This is an optimization exercise on Yosys and OpenROAD, whose aim is small area, not a production implementation. Only simulation tests tie the RTL to the original design; equivalence was not proved. No activity file was given, so power comes from the tool's default toggle rates.

==> flow/design.v <==
module UIController (
  input wire         Clock,
  input wire         Reset_n,
  input  wire [6:0]  REG,
  input  wire [9:0]  VALUE_D,
  output reg  [9:0]  VALUE_Q,
  input  wire        SET,
  input  wire        CLR,
  input  wire        INC,
  input  wire        DEC,
  output wire [8:0]  DISP_VMRK1,
  output wire [8:0]  DISP_VMRK2,
  output wire [8:0]  DISP_HMRK1,
  output wire [8:0]  DISP_HMRK2,
  output wire [1:0]  INPUT_SELECT,
  output wire [0:0]  ADC1_TDIV,
  output wire [1:0]  ADC1_VDIV,
  output wire [7:0]  ADC1_VSHIFT,
  output wire [13:0] ADC1_TRG_LVL,
  output wire [2:0]  ADC1_TRG_MODE,
  output wire [0:0]  ADC2_TDIV,
  output wire [1:0]  ADC2_VDIV,
  output wire [7:0]  ADC2_VSHIFT,
  output wire [13:0] ADC2_TRG_LVL,
  output wire [2:0]  ADC2_TRG_MODE,
  output wire [0:0]  DIG1_TDIV,
  output wire [7:0]  DIG1_VSHIFT,
  output wire [9:0]  DIG1_PAT,
  output wire [9:0]  DIG1_PDCC,
  output reg         DIG1_CFG,
  output wire [0:0]  DIG1_TRG_LVL,
  output wire [2:0]  DIG1_TRG_MODE,
  output wire [0:0]  DIG2_TDIV,
  output wire [7:0]  DIG2_VSHIFT,
  output wire [9:0]  DIG2_PAT,
  output wire [9:0]  DIG2_PDCC,
  output reg         DIG2_CFG,
  output wire [0:0]  DIG2_TRG_LVL,
  output wire [2:0]  DIG2_TRG_MODE,
  output wire [0:0]  DIG3_TDIV,
  output wire [7:0]  DIG3_VSHIFT,
  output wire [9:0]  DIG3_PAT,
  output wire [9:0]  DIG3_PDCC,
  output reg         DIG3_CFG,
  output wire [0:0]  DIG3_TRG_LVL,
  output wire [2:0]  DIG3_TRG_MODE,
  output wire [0:0]  DIG4_TDIV,
  output wire [7:0]  DIG4_VSHIFT,
  output wire [9:0]  DIG4_PAT,
  output wire [9:0]  DIG4_PDCC,
  output reg         DIG4_CFG,
  output wire [0:0]  DIG4_TRG_LVL,
  output wire [2:0]  DIG4_TRG_MODE
);
  reg INC_q, DEC_q;
  wire INC_p = INC_q & ~INC;
  wire DEC_p = DEC_q & ~DEC;
  wire step  = INC_p | DEC_p;
  reg [8:0] DISP_VMRK1_q;
  reg [8:0] DISP_VMRK2_q;
  reg [8:0] DISP_HMRK1_q;
  reg [8:0] DISP_HMRK2_q;
  reg [1:0] INPUT_SELECT_q;
  reg [0:0] ADC1_TDIV_q;
  reg [1:0] ADC1_VDIV_q;
  reg [7:0] ADC1_VSHIFT_q;
  reg [9:0] ADC1_TRG_LVL_q;
  reg [2:0] ADC1_TRG_MODE_q;
  reg [0:0] ADC2_TDIV_q;
  reg [1:0] ADC2_VDIV_q;
  reg [7:0] ADC2_VSHIFT_q;
  reg [9:0] ADC2_TRG_LVL_q;
  reg [2:0] ADC2_TRG_MODE_q;
  reg [0:0] DIG1_TDIV_q;
  reg [7:0] DIG1_VSHIFT_q;
  reg [9:0] DIG1_PAT_q;
  reg [9:0] DIG1_PDCC_q;
  reg [0:0] DIG1_TRG_LVL_q;
  reg [2:0] DIG1_TRG_MODE_q;
  reg [0:0] DIG2_TDIV_q;
  reg [7:0] DIG2_VSHIFT_q;
  reg [9:0] DIG2_PAT_q;
  reg [9:0] DIG2_PDCC_q;
  reg [0:0] DIG2_TRG_LVL_q;
  reg [2:0] DIG2_TRG_MODE_q;
  reg [0:0] DIG3_TDIV_q;
  reg [7:0] DIG3_VSHIFT_q;
  reg [9:0] DIG3_PAT_q;
  reg [9:0] DIG3_PDCC_q;
  reg [0:0] DIG3_TRG_LVL_q;
  reg [2:0] DIG3_TRG_MODE_q;
  reg [0:0] DIG4_TDIV_q;
  reg [7:0] DIG4_VSHIFT_q;
  reg [9:0] DIG4_PAT_q;
  reg [9:0] DIG4_PDCC_q;
  reg [0:0] DIG4_TRG_LVL_q;
  reg [2:0] DIG4_TRG_MODE_q;
  assign DISP_VMRK1 = DISP_VMRK1_q;
  assign DISP_VMRK2 = DISP_VMRK2_q;
  assign DISP_HMRK1 = DISP_HMRK1_q;
  assign DISP_HMRK2 = DISP_HMRK2_q;
  assign INPUT_SELECT = INPUT_SELECT_q;
  assign ADC1_TDIV = ADC1_TDIV_q;
  assign ADC1_VDIV = ADC1_VDIV_q;
  assign ADC1_VSHIFT = ADC1_VSHIFT_q;
  assign ADC1_TRG_LVL = { ADC1_TRG_LVL_q, 4'hF };
  assign ADC1_TRG_MODE = ADC1_TRG_MODE_q;
  assign ADC2_TDIV = ADC2_TDIV_q;
  assign ADC2_VDIV = ADC2_VDIV_q;
  assign ADC2_VSHIFT = ADC2_VSHIFT_q;
  assign ADC2_TRG_LVL = { ADC2_TRG_LVL_q, 4'hF };
  assign ADC2_TRG_MODE = ADC2_TRG_MODE_q;
  assign DIG1_TDIV = DIG1_TDIV_q;
  assign DIG1_VSHIFT = DIG1_VSHIFT_q;
  assign DIG1_PAT = DIG1_PAT_q;
  assign DIG1_PDCC = DIG1_PDCC_q;
  assign DIG1_TRG_LVL = DIG1_TRG_LVL_q;
  assign DIG1_TRG_MODE = DIG1_TRG_MODE_q;
  assign DIG2_TDIV = DIG2_TDIV_q;
  assign DIG2_VSHIFT = DIG2_VSHIFT_q;
  assign DIG2_PAT = DIG2_PAT_q;
  assign DIG2_PDCC = DIG2_PDCC_q;
  assign DIG2_TRG_LVL = DIG2_TRG_LVL_q;
  assign DIG2_TRG_MODE = DIG2_TRG_MODE_q;
  assign DIG3_TDIV = DIG3_TDIV_q;
  assign DIG3_VSHIFT = DIG3_VSHIFT_q;
  assign DIG3_PAT = DIG3_PAT_q;
  assign DIG3_PDCC = DIG3_PDCC_q;
  assign DIG3_TRG_LVL = DIG3_TRG_LVL_q;
  assign DIG3_TRG_MODE = DIG3_TRG_MODE_q;
  assign DIG4_TDIV = DIG4_TDIV_q;
  assign DIG4_VSHIFT = DIG4_VSHIFT_q;
  assign DIG4_PAT = DIG4_PAT_q;
  assign DIG4_PDCC = DIG4_PDCC_q;
  assign DIG4_TRG_LVL = DIG4_TRG_LVL_q;
  assign DIG4_TRG_MODE = DIG4_TRG_MODE_q;
  reg [9:0] rd;
  reg       is_diff, lvl;
  reg [8:0] sub;
  always @(*) begin
    rd = 10'd0;
    is_diff = 1'b0;
    lvl = 1'b0;
    sub = 9'd0;
    case (REG)
      7'd1: rd = DISP_VMRK1_q;
      7'd2: rd = DISP_VMRK2_q;
      7'd4: rd = DISP_HMRK1_q;
      7'd5: rd = DISP_HMRK2_q;
      7'd7: rd = INPUT_SELECT_q;
      7'd8: rd = ADC1_TDIV_q;
      7'd9: rd = ADC1_VDIV_q;
      7'd10: rd = ADC1_VSHIFT_q;
      7'd11: begin rd = ADC1_TRG_LVL_q; lvl = 1'b1; end
      7'd12: rd = ADC1_TRG_MODE_q;
      7'd13: rd = ADC2_TDIV_q;
      7'd14: rd = ADC2_VDIV_q;
      7'd15: rd = ADC2_VSHIFT_q;
      7'd16: begin rd = ADC2_TRG_LVL_q; lvl = 1'b1; end
      7'd17: rd = ADC2_TRG_MODE_q;
      7'd18: rd = DIG1_TDIV_q;
      7'd19: rd = DIG1_VSHIFT_q;
      7'd20: rd = DIG1_PAT_q;
      7'd21: rd = DIG1_PDCC_q;
      7'd22: rd = DIG1_TRG_LVL_q;
      7'd23: rd = DIG1_TRG_MODE_q;
      7'd24: rd = DIG2_TDIV_q;
      7'd25: rd = DIG2_VSHIFT_q;
      7'd26: rd = DIG2_PAT_q;
      7'd27: rd = DIG2_PDCC_q;
      7'd28: rd = DIG2_TRG_LVL_q;
      7'd29: rd = DIG2_TRG_MODE_q;
      7'd30: rd = DIG3_TDIV_q;
      7'd31: rd = DIG3_VSHIFT_q;
      7'd32: rd = DIG3_PAT_q;
      7'd33: rd = DIG3_PDCC_q;
      7'd34: rd = DIG3_TRG_LVL_q;
      7'd35: rd = DIG3_TRG_MODE_q;
      7'd36: rd = DIG4_TDIV_q;
      7'd37: rd = DIG4_VSHIFT_q;
      7'd38: rd = DIG4_PAT_q;
      7'd39: rd = DIG4_PDCC_q;
      7'd40: rd = DIG4_TRG_LVL_q;
      7'd41: rd = DIG4_TRG_MODE_q;
      7'd3: begin rd = DISP_VMRK2_q; sub = DISP_VMRK1_q; is_diff = 1'b1; end
      7'd6: begin rd = DISP_HMRK2_q; sub = DISP_HMRK1_q; is_diff = 1'b1; end
      default: ;
    endcase
  end
  wire [9:0] kk  = is_diff ? {1'b1, ~sub} : (DEC_p ? ~{8'd0, lvl, 1'b1} : {8'd0, lvl, 1'b1});
  wire [9:0] sum = rd + kk + {9'd0, is_diff | DEC_p};
  always @(*) begin
    VALUE_Q = rd;
    if (is_diff) VALUE_Q[8:0] = sum[8:0];
  end
  wire [9:0] wd0 = step ? sum : (CLR ? 10'd0   : VALUE_D);
  wire [9:0] wd1 = step ? sum : (CLR ? 10'd120 : VALUE_D);
  wire       wr  = SET | CLR | step;
  always @(*) begin
    DIG1_CFG = (SET | CLR) & ((REG == 7'd20) | (REG == 7'd21));
    DIG2_CFG = (SET | CLR) & ((REG == 7'd26) | (REG == 7'd27));
    DIG3_CFG = (SET | CLR) & ((REG == 7'd32) | (REG == 7'd33));
    DIG4_CFG = (SET | CLR) & ((REG == 7'd38) | (REG == 7'd39));
  end
  always @(posedge Clock or negedge Reset_n) begin
    if (Reset_n == 1'b0) begin
      INC_q <= 1'b0;
      DEC_q <= 1'b0;
      DISP_VMRK1_q <= 9'd0;
      DISP_VMRK2_q <= 9'd0;
      DISP_HMRK1_q <= 9'd0;
      DISP_HMRK2_q <= 9'd0;
      INPUT_SELECT_q <= 2'd0;
      ADC1_TDIV_q <= 1'd0;
      ADC1_VDIV_q <= 2'd0;
      ADC1_VSHIFT_q <= 8'd120;
      ADC1_TRG_LVL_q <= 10'd0;
      ADC1_TRG_MODE_q <= 3'd0;
      ADC2_TDIV_q <= 1'd0;
      ADC2_VDIV_q <= 2'd0;
      ADC2_VSHIFT_q <= 8'd120;
      ADC2_TRG_LVL_q <= 10'd0;
      ADC2_TRG_MODE_q <= 3'd0;
      DIG1_TDIV_q <= 1'd0;
      DIG1_VSHIFT_q <= 8'd120;
      DIG1_PAT_q <= 10'd0;
      DIG1_PDCC_q <= 10'd0;
      DIG1_TRG_LVL_q <= 1'd0;
      DIG1_TRG_MODE_q <= 3'd0;
      DIG2_TDIV_q <= 1'd0;
      DIG2_VSHIFT_q <= 8'd120;
      DIG2_PAT_q <= 10'd0;
      DIG2_PDCC_q <= 10'd0;
      DIG2_TRG_LVL_q <= 1'd0;
      DIG2_TRG_MODE_q <= 3'd0;
      DIG3_TDIV_q <= 1'd0;
      DIG3_VSHIFT_q <= 8'd120;
      DIG3_PAT_q <= 10'd0;
      DIG3_PDCC_q <= 10'd0;
      DIG3_TRG_LVL_q <= 1'd0;
      DIG3_TRG_MODE_q <= 3'd0;
      DIG4_TDIV_q <= 1'd0;
      DIG4_VSHIFT_q <= 8'd120;
      DIG4_PAT_q <= 10'd0;
      DIG4_PDCC_q <= 10'd0;
      DIG4_TRG_LVL_q <= 1'd0;
      DIG4_TRG_MODE_q <= 3'd0;
    end else begin
      INC_q <= INC;
      DEC_q <= DEC;
      if (wr && REG == 7'd1) DISP_VMRK1_q <= wd0[8:0];
      if (wr && REG == 7'd2) DISP_VMRK2_q <= wd0[8:0];
      if (wr && REG == 7'd4) DISP_HMRK1_q <= wd0[8:0];
      if (wr && REG == 7'd5) DISP_HMRK2_q <= wd0[8:0];
      if (wr && REG == 7'd7) INPUT_SELECT_q <= wd0[1:0];
      if (wr && REG == 7'd8) ADC1_TDIV_q <= wd0[0:0];
      if (wr && REG == 7'd9) ADC1_VDIV_q <= wd0[1:0];
      if (wr && REG == 7'd10) ADC1_VSHIFT_q <= wd1[7:0];
      if (wr && REG == 7'd11) ADC1_TRG_LVL_q <= wd0[9:0];
      if (wr && REG == 7'd12) ADC1_TRG_MODE_q <= wd0[2:0];
      if (wr && REG == 7'd13) ADC2_TDIV_q <= wd0[0:0];
      if (wr && REG == 7'd14) ADC2_VDIV_q <= wd0[1:0];
      if (wr && REG == 7'd15) ADC2_VSHIFT_q <= wd1[7:0];
      if (wr && REG == 7'd16) ADC2_TRG_LVL_q <= wd0[9:0];
      if (wr && REG == 7'd17) ADC2_TRG_MODE_q <= wd0[2:0];
      if (wr && REG == 7'd18) DIG1_TDIV_q <= wd0[0:0];
      if (wr && REG == 7'd19) DIG1_VSHIFT_q <= wd1[7:0];
      if (wr && REG == 7'd20) DIG1_PAT_q <= wd0[9:0];
      if (wr && REG == 7'd21) DIG1_PDCC_q <= wd0[9:0];
      if (wr && REG == 7'd22) DIG1_TRG_LVL_q <= wd0[0:0];
      if (wr && REG == 7'd23) DIG1_TRG_MODE_q <= wd0[2:0];
      if (wr && REG == 7'd24) DIG2_TDIV_q <= wd0[0:0];
      if (wr && REG == 7'd25) DIG2_VSHIFT_q <= wd1[7:0];
      if (wr && REG == 7'd26) DIG2_PAT_q <= wd0[9:0];
      if (wr && REG == 7'd27) DIG2_PDCC_q <= wd0[9:0];
      if (wr && REG == 7'd28) DIG2_TRG_LVL_q <= wd0[0:0];
      if (wr && REG == 7'd29) DIG2_TRG_MODE_q <= wd0[2:0];
      if (wr && REG == 7'd30) DIG3_TDIV_q <= wd0[0:0];
      if (wr && REG == 7'd31) DIG3_VSHIFT_q <= wd1[7:0];
      if (wr && REG == 7'd32) DIG3_PAT_q <= wd0[9:0];
      if (wr && REG == 7'd33) DIG3_PDCC_q <= wd0[9:0];
      if (wr && REG == 7'd34) DIG3_TRG_LVL_q <= wd0[0:0];
      if (wr && REG == 7'd35) DIG3_TRG_MODE_q <= wd0[2:0];
      if (wr && REG == 7'd36) DIG4_TDIV_q <= wd0[0:0];
      if (wr && REG == 7'd37) DIG4_VSHIFT_q <= wd1[7:0];
      if (wr && REG == 7'd38) DIG4_PAT_q <= wd0[9:0];
      if (wr && REG == 7'd39) DIG4_PDCC_q <= wd0[9:0];
      if (wr && REG == 7'd40) DIG4_TRG_LVL_q <= wd0[0:0];
      if (wr && REG == 7'd41) DIG4_TRG_MODE_q <= wd0[2:0];
    end
  end
endmodule
==> flow/flow/run.sh <==
#!/bin/bash
# Standard layout, with the port buffers made from the smallest buffer.
set -euo pipefail
export BUFFER_PORTS_ARGS="-buffer_cell sky130_fd_sc_hd__buf_1"
bash standard.sh finish > standard.log 2>&1
==> flow/standard.sh <==
#!/bin/bash
# synth_recipe.tcl (not shown) runs the flow's synth.tcl, then flattens the netlist and writes it again
# the make line also repeats each setting of config.mk as NAME=value (left out here)
make -C /OpenROAD-flow-scripts/flow DESIGN_CONFIG=/design/flow/config.mk WORK_HOME=/design/flow/orfs CLKGATE_MAP_FILE= SYNTH_SCRIPT=/design/flow/synth_recipe.tcl "${@:-finish}"
==> flow/config.mk <==
export PLATFORM = sky130hd
export DESIGN_NAME = UIController
export DESIGN_NICKNAME = UIController
export VERILOG_FILES = /design/flow/design.v
export SDC_FILE = /design/flow/constraint.sdc
export NUM_CORES = 4
export LEC_CHECK = 0
export CAP_MARGIN = 20
export CORE_MARGIN = 2
export CORE_UTILIZATION = 60
export CTS_BUF_LIST = sky130_fd_sc_hd__clkbuf_4
export PLACE_DENSITY = 0.7
export SLEW_MARGIN = 20
==> flow/constraint.sdc <==
create_clock -name core_clock -period 10.0 [get_ports {Clock}]
set_input_delay 2.0000 -clock core_clock [delete_from_list [all_inputs] [get_ports {Clock}]]
set_output_delay 2.0000 -clock core_clock [all_outputs]
set_load 0.01 [all_outputs]
==> out/qor.txt, run 1 <==
final setup fails - 0
Worst slew margin - 24.7%
Pre-Repair DR Iteration Count - 8
Tightest Pin Transition - 1.12 ns
I/O pin cnt - 263
Remaining DRCs - 0
Worst Hold Class - flop to flop
Die Ht - 140 um
Mean Syn Cell Area - 9.17 um2
xor/xnor share of the synthesized area - 0.476%
Root Buffer - clkbuf_4
unrepaired setup endpoints after global routing - false
dpl ws - 1.40 ns
cells after synthesis - 1,203
Nets - 1,488
port bufs - 254
ys flop type - dfrtp_1
initial antenna violation count - 2
leading area contributor after synthesis - dfrtp_1
Post CTS Setup Buffer Count - 0
Leakage Power - 0.00541 uW
PostCTS Resize Cnt - 0
GPL Wtd Cong - 1.07
Skew-Pair Late Insertion Delay - 0.72 ns
Adder-Cell Fraction of Synth Area - 1.27%
Post-synth ARST share - 100%
CP Class - input pin to primary output
FP Rows - 49
Initial DRC Count - 1,474
CTS max path bufs - 3
post-synthesis compound-gate area fraction - 22.0%
hpwl dp - 31,400 um
CTS buffer count - 55
die area - 19,500 um2
Hold Vio Cnt, Final - 0
FILL cells - 1,449
Synth area leaders - dfrtp_1 44%, o21ai_0 6.5%, nand2_1 6.1%
Core Box Area - 18,000 um2
Tcrit/Tclk final - 87.9%
P per Cell Area - 193 nW/um2
Worst Setup End Kind - primary output
vias per cell - 6.54
Worst Path Arrival - 6.79 ns
register area - 5540 um2
GR Overflow Total - 0
Die W - 140 um
CP Launch Type - input pin
main combinational cell family by area after synthesis - compound AO/OA/AOI/OAI gates
CTS tree - yes
clk sinks - 220
status - complete, no violations
first-pass GRT wire length - 64,800 um
largest net degree at the start of global routing - 164
Starting Density - 61.2%
fmax - 114 MHz
commonest non-fill, non-tap cell in the layout - buf_1
Total Wirelength - 44,300 um
via count of the first global-routing pass - 10,557
distinct cell type count after synthesis - 77
Cell Area, Synth - 11,000 um2
Max IR drop VDD - 0.178 mV
Synth Area in Simple Gates - 18.4%
CP required - 8.00 ns
EDFF count, synth - 0
hold slack - 0.482 ns
area grow syn2layout - 17.1%
Seq/Total Area, Yosys - 50.2%
largest fanout on the critical path - 18
commonest non-fill, non-tap cells in the layout - 251 x buf_1, 196 x dfrtp_1, 178 x nand2_1, 143 x o21ai_0, 110 x nor2_1
Reg clk slew, reported paths - 0.06 ns
Fin Clk Skew - 0.0522 ns
proportion of layout cells with a drive suffix above 1 - 13.1%
multi-input logic area - 5100 um2
fin. max-slew vios - 0
average routed wire per standard cell - 25.6 um
share of the synthesized area in the top cell type - 44.5%
worst setup margin - 1.21 ns
gr usage total - 44.4%
hold_buf cts - 0
via count - 11,342
max_cap viols - 0
post-synthesis register bit count - 220
post-layout min period - 8.79 ns
Final TNS setup - 0 ns
H-tree Lvls - 2
Ys Warns - 1
mux cell area share after synthesis - 2.98%
post-route ant nets - 0
==> power breakdown <==
group / switching (uW) / internal [uW] / total (uW)
combinational: 336 / 161 / 497
clock: 390 / 409 / 799
sequential: 163 / 1030 / 1190
total: 888 / 1600 / 2490
==> cell usage after synthesis (all sizes together) (4+ instances only) <==
master	number
a211oi	5
a21oi	94
a221oi	21
a222oi	6
a22o	5
a22oi	28
a31oi	21
a32o	7
a32oi	10
and3	13
buf	38
clkbuf	59
dfrtp	196
dfstp	24
ha	8
inv	12
mux2	15
mux2i	16
nand2	178
nand2b	7
nand3	35
nand4	8
nor2	115
nor2b	14
nor3	28
nor3b	7
nor4	7
o211ai	4
o21a	9
o21ai	151
o31ai	8
or3	6
xnor2	4
==> flip-flops by register name (all words and copies together) (netlist names), 9 cells and up <==
register	flops
ADC1_TRG_LVL_q	10
DIG2_PAT_q	10
DIG3_PDCC_q	10
DIG1_PDCC_q	10
ADC2_TRG_LVL_q	10
DIG3_PAT_q	10
DISP_HMRK2_q	9
DISP_VMRK1_q	9
DISP_HMRK1_q	9
DIG4_PAT_q	10
DISP_VMRK2_q	9
DIG2_PDCC_q	10
DIG1_PAT_q	10
DIG4_PDCC_q	10
==> path summary, 6_finish.rpt <==
path | start | endpoint | slack [ns] | cells after the start
setup / recovery | REG[4] | VALUE_Q[8] | 1.21 | 17
hold / removal | DIG1_VSHIFT_q[6] | DIG1_VSHIFT_q[6] | 0.48 | 2
max in group asynchronous | Reset_n | DIG2_TRG_MODE_q[1] | 7.18 | 2
min in group asynchronous | Reset_n | ADC1_VSHIFT_q[1] | 1.41 | 1
hold reg to reg | DIG1_VSHIFT_q[6] | DIG1_VSHIFT_q[6] | 0.48 | 2
setup reg to reg | DIG4_PAT_q[0] | DISP_HMRK1_q[6] | 4.88 | 16
==> critical path: stages <==
cell      delay, ns
buf_1          0.30
or3_1          0.71
nor2_2         0.79
nand3_1        0.15
a32o_1         0.29
and3_1         0.19
nor3b_1        0.18
fa_1           0.43
fa_1           0.49
nor2b_1        0.13
o21a_1         0.16
o21ai_0        0.09
a211oi_1       0.27
o21ai_0        0.14
and3_1         0.18
a21o_1         0.15
buf_1          0.13
==> cells by family (layout without fill, tap and decap cells) <==
| kind of cell | count (synthesis) | in the layout |
|---|---|---|
| AOI/OAI and AO/OA | 389 | 389 |
| adders and majority gates | 10 | 10 |
| muxes | 31 | 31 |
| other | 1 | 12 |
| xor gates and xnor gates | 6 | 6 |
| and+or+nand+nor | 436 | 436 |
| DFF | 220 | 220 |
| buffers and inverters | 110 | 401 |
==> metrics by stage <==
stage	cells	utilization (%)	instance area (um2)	total power, uW
3_3_place_gp	1627	67.4	12100	1670
4_1_cts	1730	71.6	12900	2470
5_1_grt	1731	71.6	12900	2580
2_1_floorplan	1210	-	11100	1410
3_5_place_dp	1627	67.5	12200	1680
6_report	1734	71.7	12900	2490
==> routing by layer <==
layer | wire length, um | vias to the layer above | GRT usage (%)
met5 | 0 | - | 0
met4 | 2560 | 0 | 23.1
met3 | 5890 | 170 | 12.4
met2 | 19400 | 913 | 66.1
met1 | 16500 | 5382 | 60.0
li1 | - | 4877 | -
==> area by class of cell <==
type	count	share of cell area [%]
Multi-Input combinational cell	880	39.5
Clock buffer	83	4.82
Timing Repair Buffer	285	9.33
Tap cell	229	2.22
Clock inverter	20	0.872
Antenna cell	4	0.0775
Inverter	13	0.378
Sequential cell	220	42.8
==> inputs of run 2 (changes only) <==
==> flow/run.sh (new file) <==
#!/bin/bash
# synth_recipe.tcl (not shown) runs the flow's synth.tcl, then flattens the netlist and writes it again
# the make line also repeats each setting of config.mk as NAME=value (left out here)
make -C /OpenROAD-flow-scripts/flow DESIGN_CONFIG=/design/flow/config.mk WORK_HOME=/design/flow/orfs CLKGATE_MAP_FILE= SYNTH_SCRIPT=/design/flow/synth_recipe.tcl finish
--- a/flow/config.mk
+++ b/flow/config.mk
@@ -8,6 +8,5 @@
 export CAP_MARGIN = 20
 export CORE_MARGIN = 2
-export CORE_UTILIZATION = 60
-export CTS_BUF_LIST = sky130_fd_sc_hd__clkbuf_4
-export PLACE_DENSITY = 0.7
+export CORE_UTILIZATION = 40
+export PLACE_DENSITY = 0.6
 export SLEW_MARGIN = 20
removed: flow/flow/run.sh
removed: flow/standard.sh
==> out/qor.txt, run 2 <==
Synth Area in Simple Gates - 18.4% (unchanged)
EDFF count, synth - 0 (unchanged)
CP Launch Type - input pin (unchanged)
Adder-Cell Fraction of Synth Area - 1.27% (unchanged)
Crit-path slowest cell - clkdlybuf4s50_1 (was nor2_2)
Mean Syn Cell Area - 9.17 um2 (unchanged)
Die W - 170 um (was 140 um)
share of the synthesized area in the top cell type - 44.5% (unchanged)
total power - 2880 uW (was 2490 uW)
unrepaired setup endpoints after global routing - false (unchanged)
top post-synthesis cells by count - 196 x dfrtp_1, 178 x nand2_1, 144 x o21ai_0 (unchanged)
Die Ht - 170 um (was 140 um)
first-pass GRT wire length - 74,100 um (was 64,800 um)
Core Box Area - 27,000 um2 (was 18,000 um2)
slowest cell delay on critical path - 0.94 ns (was 0.79 ns)
GR Overflow Total - 0 (unchanged)
# diodes - 0 (was 4)
Tightest Pin Transition - 1.15 ns (was 1.12 ns)
die area - 28,900 um2 (was 19,500 um2)
leading cell type by number of instances after synthesis - dfrtp_1 (unchanged)
via count of the first global-routing pass - 10,570 (was 10,557)
average routed wire per standard cell - 28.4 um (was 25.6 um)
Hold Vio Cnt, Final - 0 (unchanged)
Fin Clk Skew - 0.0133 ns (was 0.0522 ns)
post-layout min period - 9.44 ns (was 8.79 ns)
Worst Setup End Kind - primary output (unchanged)
Reg clk slew, reported paths - 0.06 ns (about the same)
main combinational cell family by area after synthesis - compound AO/OA/AOI/OAI gates (unchanged)
final setup fails - 0 (unchanged)
max_cap viols - 0 (unchanged)
Crit Reg-Reg Startpoint - ADC2_TRG_MODE_q[0] (was DIG4_PAT_q[0])
via count - 10,890 (was 11,342)
I/O pin cnt - 263 (unchanged)
vias per cell - 6.07 (was 6.54)
post-route ant nets - 0 (unchanged)
proportion of layout cells with a drive suffix above 1 - 11.1% (was 13.1%)
Skew-Pair Late Insertion Delay - 0.54 ns (was 0.72 ns)
Synth area leaders - dfrtp_1 44%, o21ai_0 6.5%, nand2_1 6.1% (unchanged)
hpwl dp - 38,000 um (was 31,400 um)
clk sinks - 220 (unchanged)
Root Buffer - clkbuf_16 (was clkbuf_4)
Worst Hold Class - flop to flop (unchanged)
mux cell area share after synthesis - 2.98% (unchanged)
leading area contributor after synthesis - dfrtp_1 (unchanged)
crit-path cells - clkdlybuf4s50_1, or3b_1, buf_4, nor2_1, nor2_1, xnor2_1, a222oi_1, inv_1, fa_1, nor2b_1, o21a_1, o21ai_0, a211oi_1, o21ai_0, and3_1, a21o_1, clkdlybuf4s50_1 (was buf_1, or3_1, nor2_2, nand3_1, a32o_1, and3_1, nor3b_1, fa_1, fa_1, nor2b_1, o21a_1, o21ai_0, a211oi_1, o21ai_0, and3_1, a21o_1, buf_1)
Pre-Repair DR Iteration Count - 9 (was 8)
CTS tree - yes (unchanged)
hold path depth - 2 (unchanged)
Remaining DRCs - 0 (unchanged)
gr usage total - 35.2% (was 44.4%)
CP required - 8.00 ns (about the same)
Post-synth ARST share - 100% (unchanged)
Post CTS Setup Buffer Count - 0 (unchanged)
post-synthesis compound-gate area fraction - 22.0% (unchanged)
xor/xnor share of the synthesized area - 0.476% (unchanged)
P per Cell Area - 193 nW/um2 (about the same)
Worst slew margin - 23.5% (was 24.7%)
CTS buffer count - 25 (was 55)
Tcrit/Tclk final - 94.4% (was 87.9%)
Final TNS setup - 0 ns (unchanged)
cell area after layout - 14,900 um2 (was 12,900 um2)
status - complete, no violations (unchanged)
largest net degree at the start of global routing - 97 (was 164)
Total Wirelength - 51,000 um (was 44,300 um)
Nets - 1,469 (was 1,488)
Post-DP Area - 14,000 um2 (was 12,200 um2)
commonest non-fill, non-tap cell in the layout - clkdlybuf4s50_1 (was buf_1)
distinct cell type count after synthesis - 77 (unchanged)
fmax - 106 MHz (was 114 MHz)
initial antenna violation count - 1 (was 2)
H-tree Lvls - 1 (was 2)
commonest non-fill, non-tap cells in the layout - 251 x clkdlybuf4s50_1, 196 x dfrtp_1, 178 x nand2_1, 143 x o21ai_0, 110 x nor2_1 (was 251 x buf_1, 196 x dfrtp_1, 178 x nand2_1, 143 x o21ai_0, 110 x nor2_1)
worst-case reg-to-reg path depth - 15 (was 16)
hold_buf cts - 0 (unchanged)
Worst Path Arrival - 7.44 ns (was 6.79 ns)
FF-to-FF setup slack - 5.27 ns (was 4.88 ns)
r2r endpoint - DIG3_VSHIFT_q[6] (was DISP_HMRK1_q[6])
port bufs - 254 (unchanged)
Seq/Total Area, Yosys - 50.2% (unchanged)
largest fanout on the critical path - 16 (was 18)
hold endpoint - DIG3_VSHIFT_q[6] (was DIG1_VSHIFT_q[6])
Ys Warns - 1 (unchanged)
FP Rows - 60 (was 49)
fin. max-slew vios - 0 (unchanged)
worst hold start - DIG3_VSHIFT_q[6] (was DIG1_VSHIFT_q[6])
PostCTS Resize Cnt - 0 (unchanged)
ys flop type - dfrtp_1 (unchanged)
Starting Density - 40.8% (was 61.2%)
Leakage Power - 0.00607 uW (was 0.00541 uW)
CP Class - input pin to primary output (unchanged)
GPL Wtd Cong - 0.992 (was 1.07)
Cell Area, Synth - 11,000 um2 (unchanged)
Initial DRC Count - 1,082 (was 1,474)
CTS max path bufs - 3 (unchanged)
post-synthesis register bit count - 220 (unchanged)
Max IR drop VDD - 0.154 mV (was 0.178 mV)
cells after synthesis - 1,203 (unchanged)
area grow syn2layout - 34.8% (was 17.1%)
-- run 2: power by group --
| part | internal [uW] | leakage, uW | switching [uW] |
|---|---|---|---|
| logic | 328 | 0.00278 | 346 |
| registers | 1030 | 0.00285 | 179 |
| clock network | 611 | 0.000440 | 383 |
-- run 2: per-layer routing --
metal  up-vias  part of all wire [%]  wire (um)  track usage [%]
met5         -                     0          0                0
met2       638                    46      23300             55.4
met1      5353                    43      22100             50.2
met3        89                   8.4       4270             5.79
li1       4810                     -          -                -
met4         0                   2.8       1410             10.3
-- run 2: cells by family (layout without fill, tap and decap cells) --
kind of cell               Yosys count  after routing
adders and majority gates           10             10
muxes                               31             31
xor gates and xnor gates             6              6
buffers and inverters              110            354
and+or+nand+nor                    436            436
DFF                                220            220
other                                1              8
AOI/OAI and AO/OA                  389            389
-- run 2: metrics by stage --
| step | setup WS [ns] | instances | hold WS [ns] | util, % |
|---|---|---|---|---|
| 2_1_floorplan | 2.47 | 1210 | 0.486 | - |
| 3_3_place_gp | 0.739 | 1750 | 0.486 | 51.6 |
| 3_5_place_dp | 0.699 | 1750 | 0.486 | 51.7 |
| 4_1_cts | 0.681 | 1795 | 0.494 | 55.0 |
| 5_1_grt | 0.292 | 1795 | 0.508 | 55.0 |
| 6_report | 0.559 | 1795 | 0.500 | 55.0 |
-- run 2: cell type report --
cell class	count	area (um2)
flip-flops and latches	220	5540
inverters	13	48.8
repair buffers	296	2850
well taps	341	427
multi-input cells	880	5120
clock buffers	33	726
clock inverters	12	169
fillers	2441	12200
-- run 2: worst max-delay path by stage --
stage,startpoint,to
6_report,REG[4],VALUE_Q[8]
5_1_grt,REG[4],VALUE_Q[8]
4_1_cts,REG[4],VALUE_Q[8]
3_5_place_dp,REG[4],VALUE_Q[8]
3_3_place_gp,REG[4],VALUE_Q[8]
2_1_floorplan,REG[6],VALUE_Q[8]
-- run 2: critical path, delay by kind of cell --
kind | cells | cell delay, ns
xor gates and xnor gates | 1 | 0.16
AOI/OAI and AO/OA | 6 | 1.35
adders and majority gates | 1 | 0.46
buffers and inverters | 4 | 1.77
and+or+nand+nor | 5 | 1.68

[port drivers added, routing unchanged]
No port has a modelled driver above. Below, the same layouts with a new extraction and two added sets of constraints. Step 1, drivers: a clkbuf_16 drives Clock and a buf_2 each remaining input, both assumed. Step 2 adds t to the input delays and takes it off the output delays; t is the mean of the earliest and latest rising clock arrival at the registers after step 1. Input paths then give back, and output paths get back, about the clock's delay inside the block. Three values: ideal ports, drivers, drivers and shift; two values: the first two.
run	shift t [ns]	slack for setup (ns)	worst setup path at the end
run 1	0.742	1.208 / 1.187 / 1.187	input to output
run 2	0.583	0.559 / 0.520 / 0.520	input to output
After both steps setup and hold are still met in every run listed. For run 2, which loses most, drivers alone change the setup slack by -0.039 ns; drivers and shift together by -0.039 ns.
